Context: an optimization exercise on an open-source flow, tuned for small area. The choices shown serve that exercise and are no tape-out recipe.
In this exercise RTL edits were held to simulation tests only and were not proved equivalent to the original.
No activity file was given, so power comes from the tool's default toggle rates.

--- flow/config.mk ---
export PLATFORM = sky130hd
export DESIGN_NAME = lab5
export DESIGN_NICKNAME = lab5
export VERILOG_FILES = /design/flow/design.v
export SDC_FILE = /design/flow/constraint.sdc
export NUM_CORES = 4
export LEC_CHECK = 0
export CAP_MARGIN = 20
export CORE_MARGIN = 2
export CORE_UTILIZATION = 40
export SLEW_MARGIN = 20
--- flow/constraint.sdc ---
create_clock -name core_clock -period 10.0 [get_ports {clk}]
set_input_delay 2.0000 -clock core_clock [delete_from_list [all_inputs] [get_ports {clk}]]
set_output_delay 2.0000 -clock core_clock [all_outputs]
set_load 0.01 [all_outputs]
--- flow/design.v ---
module bcdcnv(
    input [3:0] nmber,
    output reg [6:0] svnseg
);
always @(*) begin
    case (nmber)
        0 : svnseg = 7'b1000000;
        1 : svnseg = 7'b1111001;
        2 : svnseg = 7'b0100100;
        3 : svnseg = 7'b0110000;
        4 : svnseg = 7'b0011001;
        5 : svnseg = 7'b0010010;
        6 : svnseg = 7'b0100000;
        7 : svnseg = 7'b1111000;
        8 : svnseg = 7'b0000000;
        9 : svnseg = 7'b0010000;
        default : svnseg = 7'b1111111;
    endcase
end
endmodule
module secgen (
    input clk,
    input rst,
    output sec
);
localparam [12:0] S0   = 13'h0dc1;
localparam [12:0] SEND = 13'h1a6b;
localparam [12:0] MASK = 13'h167f;
reg [12:0] lfsr;
assign sec = (lfsr & MASK) == (SEND & MASK);
always_ff @(posedge clk) begin
    if (rst | sec)
        lfsr <= S0;
    else
        lfsr <= {lfsr[11:0], lfsr[12] ^ lfsr[0]};
end
endmodule
module afsm (
    input clk,
    input rst,
    input sec,
    output side,
    output chr,
    output [3:0] hex0n,
    output [3:0] hex1n
);
localparam [3:0] W3 = 4'd15;
reg s;
reg [3:0] p;
wire c = ~p[3] & ~p[2];
wire is_w3 = p[3] & p[2];
wire is_4 = p[2] & ~p[1] & ~p[0];
always_ff @(posedge clk) begin
    if (rst) begin
        s <= 1'b0; p <= 4'd9;
    end else if (is_w3)
        p <= 4'd3;
    else if (p == 4'd0) begin
        p <= 4'd9; s <= ~s;
    end else if (sec)
        p <= is_4 ? W3 : p - 4'd1;
end
wire [3:0] red   = is_w3 ? 4'd3 : p;
wire [3:0] green = (c | is_w3) ? p : p - 4'd4;
assign side = s;
assign chr = c;
assign hex0n = s ? red : green;
assign hex1n = s ? green : red;
endmodule
module mfsm (
    input clk,
    input rst,
    input sec,
    input chrtsw,
    output side,
    output chr,
    output [3:0] hexn
);
reg s, c;
reg [1:0] cnt;
wire back = c & (cnt == 2'd0) & (~s | sec);
always_ff @(posedge clk) begin
    s <= rst ? ~chrtsw : s ^ back;
end
always_ff @(posedge clk) begin
    if (rst) begin
        c <= 1'b0; cnt <= 2'd1;
    end else if (c) begin
        if (back) begin
            c <= 1'b0; cnt <= 2'd1;
        end else if (sec)
            cnt <= cnt - 2'd1;
    end else if (sec & (chrtsw ^ s)) begin
        c <= 1'b1; cnt <= 2'd3;
    end
end
assign side = s;
assign chr = c;
assign hexn = {~c, 1'b0, cnt};
endmodule
module lcddisp(
  input clk,
  input rst,
  output lcd_e, lcd_rs,
  output [7:0] data
);
reg [6:0] st;
reg e;
wire tc = (st & 7'd79) == 7'd15;
wire i0 = tc & ~e;
always_ff @(posedge clk) begin
  if (rst) begin
    st <= 7'd47; e <= 1'b0;
  end else if (tc) begin
    st <= e ? 7'd126 : 7'd127; e <= ~e;
  end else
    st <= {st[5:0], st[6] ^ st[3]};
end
reg [4:0] jd;
always_ff @(posedge clk) begin
  if (rst)
    jd <= 5'd30;
  else if (i0)
    jd <= (jd[4] & jd[3] & ~jd[1] & jd[0]) ? 5'd3 : jd + 5'd1;   
end
wire [9:0] tab =
  (jd == 5'd0) ? {8'h0C, 1'b1, 1'b1} :   
  (jd == 5'd1) ? {8'h06, 1'b1, 1'b1} :   
  (jd == 5'd2) ? {8'h01, 1'b1, 1'b1} :   
  (jd == 5'd3) ? {8'h80, 1'b1, 1'b0} :   
  (jd == 5'd4) ? {8'h54, 1'b0, 1'b0} :   
  (jd == 5'd5) ? {8'h68, 1'b0, 1'b0} :   
  (jd == 5'd6) ? {8'h69, 1'b0, 1'b0} :   
  (jd == 5'd7) ? {8'h20, 1'b0, 1'b0} :   
  (jd == 5'd8) ? {8'h4E, 1'b0, 1'b0} :   
  (jd == 5'd9) ? {8'h67, 1'b0, 1'b0} :   
  (jd == 5'd10) ? {8'h68, 1'b0, 1'b0} :   
  (jd == 5'd11) ? {8'h69, 1'b0, 1'b0} :   
  (jd == 5'd12) ? {8'h65, 1'b0, 1'b0} :   
  (jd == 5'd13) ? {8'h6D, 1'b0, 1'b0} :   
  (jd == 5'd14) ? {8'h20, 1'b0, 1'b0} :   
  (jd == 5'd15) ? {8'h35, 1'b0, 1'b1} :   
  (jd == 5'd16) ? {8'hC0, 1'b1, 1'b0} :   
  (jd == 5'd17) ? {8'h42, 1'b0, 1'b0} :   
  (jd == 5'd18) ? {8'h4D, 1'b0, 1'b0} :   
  (jd == 5'd19) ? {8'h44, 1'b0, 1'b0} :   
  (jd == 5'd20) ? {8'h54, 1'b0, 1'b0} :   
  (jd == 5'd21) ? {8'h20, 1'b0, 1'b0} :   
  (jd == 5'd22) ? {8'h44, 1'b0, 1'b0} :   
  (jd == 5'd23) ? {8'h48, 1'b0, 1'b0} :   
  (jd == 5'd24) ? {8'h42, 1'b0, 1'b0} :   
  (jd == 5'd25) ? {8'h4B, 1'b0, 1'b0} :   
  (jd == 5'd30) ? {8'h00, 1'b0, 1'b1} :   
  (jd == 5'd31) ? {8'h38, 1'b1, 1'b1} :   
  10'd0;
wire [7:0] rom = tab[9:2];
wire cmd_cur = tab[1];
wire cmd_next = tab[0];
assign data = rom;
assign lcd_e = e;
assign lcd_rs = ~(i0 ? cmd_next : cmd_cur);
endmodule
module lab5 (
    input clk,
    input rst,
    input masw,  
    input chrtsw,  
    output lcdrs, lcdrw, lcden,  
    output [7:0] lcddata,
    output rled0, gled0, yled0,  
    output [6:0] hex0,  
    output rled1, gled1, yled1,  
    output [6:0] hex1,  
    output [3:0] hex1nmo,
    output sectest
);
lcddisp ilcddisp (clk, rst, lcden, lcdrs, lcddata);
assign lcdrw = 1'b0;
wire sec;
secgen isecgen (clk, rst, sec);
assign sectest = sec;
wire sa, ca, sm, cm;
wire [3:0] hex0na, hex1na, hexnm;
afsm iafsm (clk, rst, sec, sa, ca, hex0na, hex1na);
mfsm imfsm (clk, rst, sec, chrtsw, sm, cm, hexnm);
assign hex1nmo = hexnm;
wire s = masw ? sa : sm;
wire c = masw ? ca : cm;
assign gled0 = ~s & ~c;
assign yled0 = ~s &  c;
assign rled0 =  s;
assign gled1 =  s & ~c;
assign yled1 =  s &  c;
assign rled1 = ~s;
bcdcnv ibcdcnv0 (masw ? hex0na : hexnm, hex0);
bcdcnv ibcdcnv1 (masw ? hex1na : hexnm, hex1);
endmodule
--- flow/flow/run.sh ---
#!/bin/bash
# Own layout flow: the standard synthesis, then the combinational logic
# between the standard synthesis's registers is re-mapped with a stronger ABC
# script (registers, their names and cell types untouched; the result is
# proven equivalent to the standard netlist, else the standard netlist is
# kept), then the standard layout steps from floorplan to finish.
set -uo pipefail
W=$(pwd)
F=$W/flow
PLAT=${FLOW_PLATFORM:-sky130hd}
LIB=$FLOW_HOME/platforms/$PLAT/lib/sky130_fd_sc_hd__tt_025C_1v80.lib
YOSYS=$FLOW_HOME/../tools/install/yosys/bin/yosys
[ -x "$YOSYS" ] || YOSYS=yosys
# IO buffers: the smallest buffer instead of the default pick
export BUFFER_PORTS_ARGS="-buffer_cell sky130_fd_sc_hd__buf_1"
# clock tree: small clock buffers, sinks in few clusters, no dummy loads
export CTS_ARGS="-sink_clustering_enable -repair_clock_nets -buf_list {sky130_fd_sc_hd__clkbuf_2 sky130_fd_sc_hd__clkbuf_4 sky130_fd_sc_hd__clkbuf_8} -root_buf sky130_fd_sc_hd__clkbuf_4 -sink_clustering_size 40 -sink_clustering_max_diameter 300 -dont_use_dummy_load"

bash standard.sh synth > $W/std_synth.log 2>&1 || { echo "standard synth failed"; exit 1; }
R=$W/orfs/results/$PLAT/lab5/base
cp $R/1_2_yosys.v $W/std_1_2_yosys.v
SEQ=$(grep -o "sky130_fd_sc_hd__[a-z0-9_]*" $W/std_1_2_yosys.v | sort -u | grep -E "__(df|edf|sdf|sedf|dl|conb)" | tr '\n' ' ')

# Round r maps the best netlist so far (the standard one at first) again with
# 8 scripts, 4 at a time; each result must be proven equivalent to the
# standard netlist to count.
IN=$W/std_1_2_yosys.v
BEST_NET=""; BA=""
for r in 1 2; do
SCRIPTS=()
for sd in 1 2 3 4 5 6 7; do
  SCRIPTS+=("+strash;&get,-n;&deepsyn,-T,60,-S,$((sd + 10 * r));&put;&get,-n;&dch,-f;&nf,-R,1000;&put")
done
SCRIPTS+=("+strash;dc2;dc2;&get,-n;&syn2;&dch,-f;&nf,-R,1000;&put")
NC=${#SCRIPTS[@]}
for k in $(seq 0 $((NC-1))); do
  D=$W/resyn$r.$k
  mkdir -p $D
  cat > $D/map.ys <<EOS
read_liberty -ignore_miss_func $LIB
blackbox $SEQ
read_verilog $IN
hierarchy -top lab5
flatten -noscopeinfo
rename -hide w:_*_.*
hierarchy -top lab5
opt_clean
abc -liberty $LIB -dont_use *probe* -dont_use *lpflow* -script "${SCRIPTS[$k]}"
splitnets
opt_clean -purge
hilomap -singleton -hicell sky130_fd_sc_hd__conb_1 HI -locell sky130_fd_sc_hd__conb_1 LO
insbuf -buf sky130_fd_sc_hd__buf_4 A X
tee -o $D/stat.txt stat -liberty $LIB
write_verilog -noattr -nohex -nodec $D/net.v
EOS
  cat > $D/eq.ys <<EOS
read_liberty -ignore_miss_func $LIB
read_verilog $W/std_1_2_yosys.v
rename lab5 gold
read_verilog $D/net.v
rename lab5 gate
hierarchy -check
flatten -noscopeinfo gold gate
opt_clean
equiv_make gold gate equiv
hierarchy -top equiv
equiv_simple -seq 2
equiv_induct
equiv_status -assert
EOS
  ( cd $D && timeout 600 $YOSYS -q map.ys > $D/map.log 2>&1 \
    && timeout 600 $YOSYS eq.ys > $D/eq.log 2>&1 && touch $D/ok ) &
  if (( k % 4 == 3 )); then wait; fi
done
wait
for k in $(seq 0 $((NC-1))); do
  D=$W/resyn$r.$k
  [ -f $D/ok ] || continue
  A=$(grep "Chip area" $D/stat.txt | awk '{print $NF}')
  echo "round $r candidate $k area $A" | tee -a $W/resyn.log
  if [ -z "$BA" ] || awk "BEGIN{exit !($A < $BA)}"; then BA=$A; BEST_NET=$D/net.v; fi
done
[ -n "$BEST_NET" ] && IN=$BEST_NET
done
if [ -n "$BEST_NET" ]; then
  echo "using $BEST_NET ($BA)" | tee -a $W/resyn.log
  cp $BEST_NET $R/1_2_yosys.v
  touch $R/1_2_yosys.v
else
  echo "no candidate passed; keeping the standard netlist" | tee -a $W/resyn.log
fi
bash standard.sh > $W/std_finish.log 2>&1 || { echo "standard layout failed"; tail -30 $W/std_finish.log; exit 1; }
--- flow/standard.sh ---
#!/bin/bash
# synth_recipe.tcl (not shown) runs the flow's synth.tcl, then flattens the netlist and writes it again
# the make line also repeats each setting of config.mk as NAME=value (left out here)
make -C /OpenROAD-flow-scripts/flow DESIGN_CONFIG=/design/flow/config.mk WORK_HOME=/design/flow/orfs CLKGATE_MAP_FILE= SYNTH_SCRIPT=/design/flow/synth_recipe.tcl "${@:-finish}"
==> notes.md <==
-- metal layers --
| layer | global-route usage [%] | part of all wire, % | vias to the layer above | wire, um |
|---|---|---|---|---|
| met4 | 10.0 | 2.3 | 0 | 80 |
| met3 | 3.78 | 5.1 | 7 | 175 |
| li1 | - | - | 811 | - |
| met2 | 23.9 | 41 | 37 | 1390 |
| met5 | 0 | 0 | - | 0 |
| met1 | 20.7 | 52 | 679 | 1760 |
-- final timing paths --
check / start / slack, ps / cells past startpoint / endpoint
setup / recovery: masw / 3850 / 10 / hex0[0]
hold / removal: ilcddisp.st[5] / 400 / 2 / ilcddisp.st[6]
setup reg to reg: isecgen.lfsr[1] / 8020 / 7 / iafsm.p[3]
hold reg to reg: ilcddisp.st[5] / 400 / 2 / ilcddisp.st[6]
-- power groups by stage --
stage | Combinational, mW | Clock (mW) | Sequential (mW)
floorplan | 0.0344 | 0 | 0.159
global placement | 0.0472 | 0 | 0.162
detailed placement | 0.0476 | 0 | 0.162
CTS | 0.0477 | 0.0695 | 0.159
global route | 0.0552 | 0.0750 | 0.160
finish | 0.0472 | 0.0664 | 0.159
-- flip-flops by register name (all words and copies together), names as in the netlist --
signal	flops
iafsm.p	4
iafsm.s	1
ilcddisp.e	1
ilcddisp.jd	5
ilcddisp.st	7
imfsm.c	1
imfsm.cnt	2
imfsm.s	1
isecgen.lfsr	13
-- layout by cell type (no fill, tap or decap), drive strengths merged, types with 3 or more instances in the layout --
| cell | instances |
|---|---|
| nor2 | 19 |
| a21oi | 14 |
| nand4 | 4 |
| nand3 | 8 |
| mux2i | 4 |
| o21ai | 15 |
| dfxtp | 35 |
| and3 | 7 |
| or2 | 7 |
| or3 | 3 |
| buf | 37 |
| nand2b | 3 |
| a22oi | 3 |
| clkbuf | 5 |
| clkinv | 9 |
| nor2b | 5 |
| nand2 | 20 |
| o22ai | 3 |
| and2 | 7 |
| nor4 | 4 |
| o31ai | 4 |
| nor3 | 5 |
| xnor2 | 5 |
-- worst max-delay path, cell delays in order --
cell	delay, ps
sky130_fd_sc_hd__buf_1	330
sky130_fd_sc_hd__o21ai_0	320
sky130_fd_sc_hd__nor2_1	440
sky130_fd_sc_hd__nor2_1	170
sky130_fd_sc_hd__nand2_1	150
sky130_fd_sc_hd__a22oi_1	80
sky130_fd_sc_hd__or2_0	260
sky130_fd_sc_hd__o21a_1	120
sky130_fd_sc_hd__and2_0	140
sky130_fd_sc_hd__buf_1	120
-- area by class of cell --
type | instances | share of cell area, %
Multi-Input combinational cell | 159 | 48.4
Sequential cell | 35 | 37.1
Timing Repair Buffer | 37 | 7.36
Tap cell | 50 | 3.32
Clock buffer | 5 | 1.99
Inverter | 9 | 1.79
==> notes.md <==
Place:
- In this run the cell area measured after placement is 1850 um2.
- After detailed placement, the design holds a cell count of 290.
- At the end of routability-driven placement, the weighted congestion stood at 0.736.
- The number of port buffers is 37.
- The sum of net half-perimeters after detailed placement is 2.41 mm.
- The pre-CTS setup slack is 3910 ps.

Die:
- The overall die width is 68.3 um.
- The vertical die dimension is 68.3 um.
- The number of core rows is 23.
- Once the floorplan was initialized, standard cells occupied 41.3% of the core.
- In this run the count of I/O pins placed on the die edge is 40.
- The placeable core region is 4000 um2.
- The floorplan step defined a die boundary enclosing 4660 um2.

Final layout:
- At the end of the flow, the number of nets in the layout was 251.
- From synthesis to final layout, the design area changed by 14.2%.
- The diode insertion count for antenna repair is 0.
- The number of filler instances in the final layout is 421.
- Once layout is complete, the utilization of the core stands at 47.2%.
- With fillers left out, the area of the finished cells amounts to 1890 um2.
- The final non-filler cell total is 295.
- Registers take 701 um2.
- In the final layout, the multi-input gates occupy 913 um2.
- The proportion of layout cells with a drive suffix above 1 is 2.04%.

Min path:
- The path class of the tightest hold or removal check is reg2reg.

Drt:
- The average routed wire per standard cell is 11.6 um.
- The post-route DRC violation count is 0.
- In the routed layout, each cell is associated on average with a via count of 5.20.
- Once detail routing completed, the nets flagged for antenna violations numbered 0.
- The via count of the routed design is 1534.
- After detailed routing, the total wire length is 3.41 mm.
- The first detailed-routing pass took 4 iterations.
- In this run, the number of DRC markers left after iteration 0 of detailed routing was 120.

Setup path:
- For the worst setup path, the data required time is 8000 ps.
- STA puts the critical path data arrival time at 4150 ps.
- The type of destination of the critical path is an output pin.
- Along the worst path, the maximum fanout reaches 10.
- The critical path is of the in2out type.
- STA classifies the critical path startpoint as an input port.

Timing:
- The max-slew violation total from the final report is 0.
- Once routing completed, OpenROAD measured the worst setup slack at 3850 ps.
- The minimum clock period after layout is 6150 ps.
- The normalized max-slew margin is 47.7%.
- The final hold violation count is 0.
- The maximum clock skew at final layout is 17.5 ps.
- Setup repair after global routing left no endpoint under its margin.
- In the final timing run, aggregate negative setup slack is 0 ps.
- The worst hold slack after final layout is 404 ps.
- Setup violations remaining at the end of the flow were counted as 0.
- The transition time of the tightest slew-check pin is 785 ps.
- The final critical path takes up 61.5% of the cycle.
- The highest clock frequency the design can meet is 163 MHz.

Global routing:
- Global routing used 16.0% of the available tracks across all layers.
- The global-route wire length before repair is 5.61 mm.
- The pin count of the biggest net entering global routing is 22.
- The number of global-route vias before repair was 1276.
- The number of antenna violations at the first check in global routing is 0.
- The remaining global-route overflow is 0.

Clock network:
- The clock root buffer is sky130_fd_sc_hd__clkbuf_4.
- The TritonCTS clock tree is built.
- The total of cells resized after clock tree synthesis is 0.
- The clock tree synthesis step divided the H-tree into 2 levels.
- The clock transition at the registers of the reported paths is 100 ps.
- The clock net in this run drives a total of 35 sinks.
- For the worst-skew pair, the clock arrives at the later sink with an insertion delay of 340 ps.
- The total setup buffers inserted after CTS is 0.
- The number of CTS-inserted buffers is 5.
- The clock passes through at most 2 buffers.
- In this run, post-CTS hold repair placed 0 buffers.

Power:
- For this design the total switching power over the nets is 0.0818 mW.
- The total power divided by cell area is 144 nW/um2.
- Power comes to 0.272 mW.
- Net switching is 30.0% of the power.
- The analysis attributes to cell leakage a power of 0.728 nW.
- Across the VDD grid, the largest voltage drop is 0.0756 mV.
- The internal power of the cells totals 0.190 mW.
- Combinational cells account for 17.4% of the total power.
- The part of the power in the clock network is 24.4%.
- The register share of total power is 58.2%.

Yosys:
- The post-synthesis instance total is 203.
- Yosys printed 5 warnings.
- The mean post-synth cell area is 8.14 um2.
- The post-synthesis cell area is 1650 um2.

Run:
- The number of violations of the max-capacitance limit is 0.

Run status:
- The flow ran to the end and the layout has no timing, DRC or antenna violations.

## afterwards: timing with drivers on the ports
How much do the figures lean on ideal ports? The routed layout below was timed once more, with nothing changed but the port constraints.
Step 1 assumes that a clkbuf_16 drives the clock port and a buf_2 every other input.
Step 2 times the ports against the registers' clock, not the clock port: input delays grow and output delays shrink by t, the midpoint of the rising clock arrivals with the driver on.
Slacks: no drivers / after step 1 / after step 2; pairs: no drivers / after step 1.
t, ns: 0.353
slack for setup (ns): 3.849 / 3.823 / 3.823
slew at the worst register clock pin (ns): 0.10 / 0.10
After both steps setup and hold are still met in this run. The setup slack of this run moves by -0.026 ns with the drivers and by -0.026 ns with both steps.
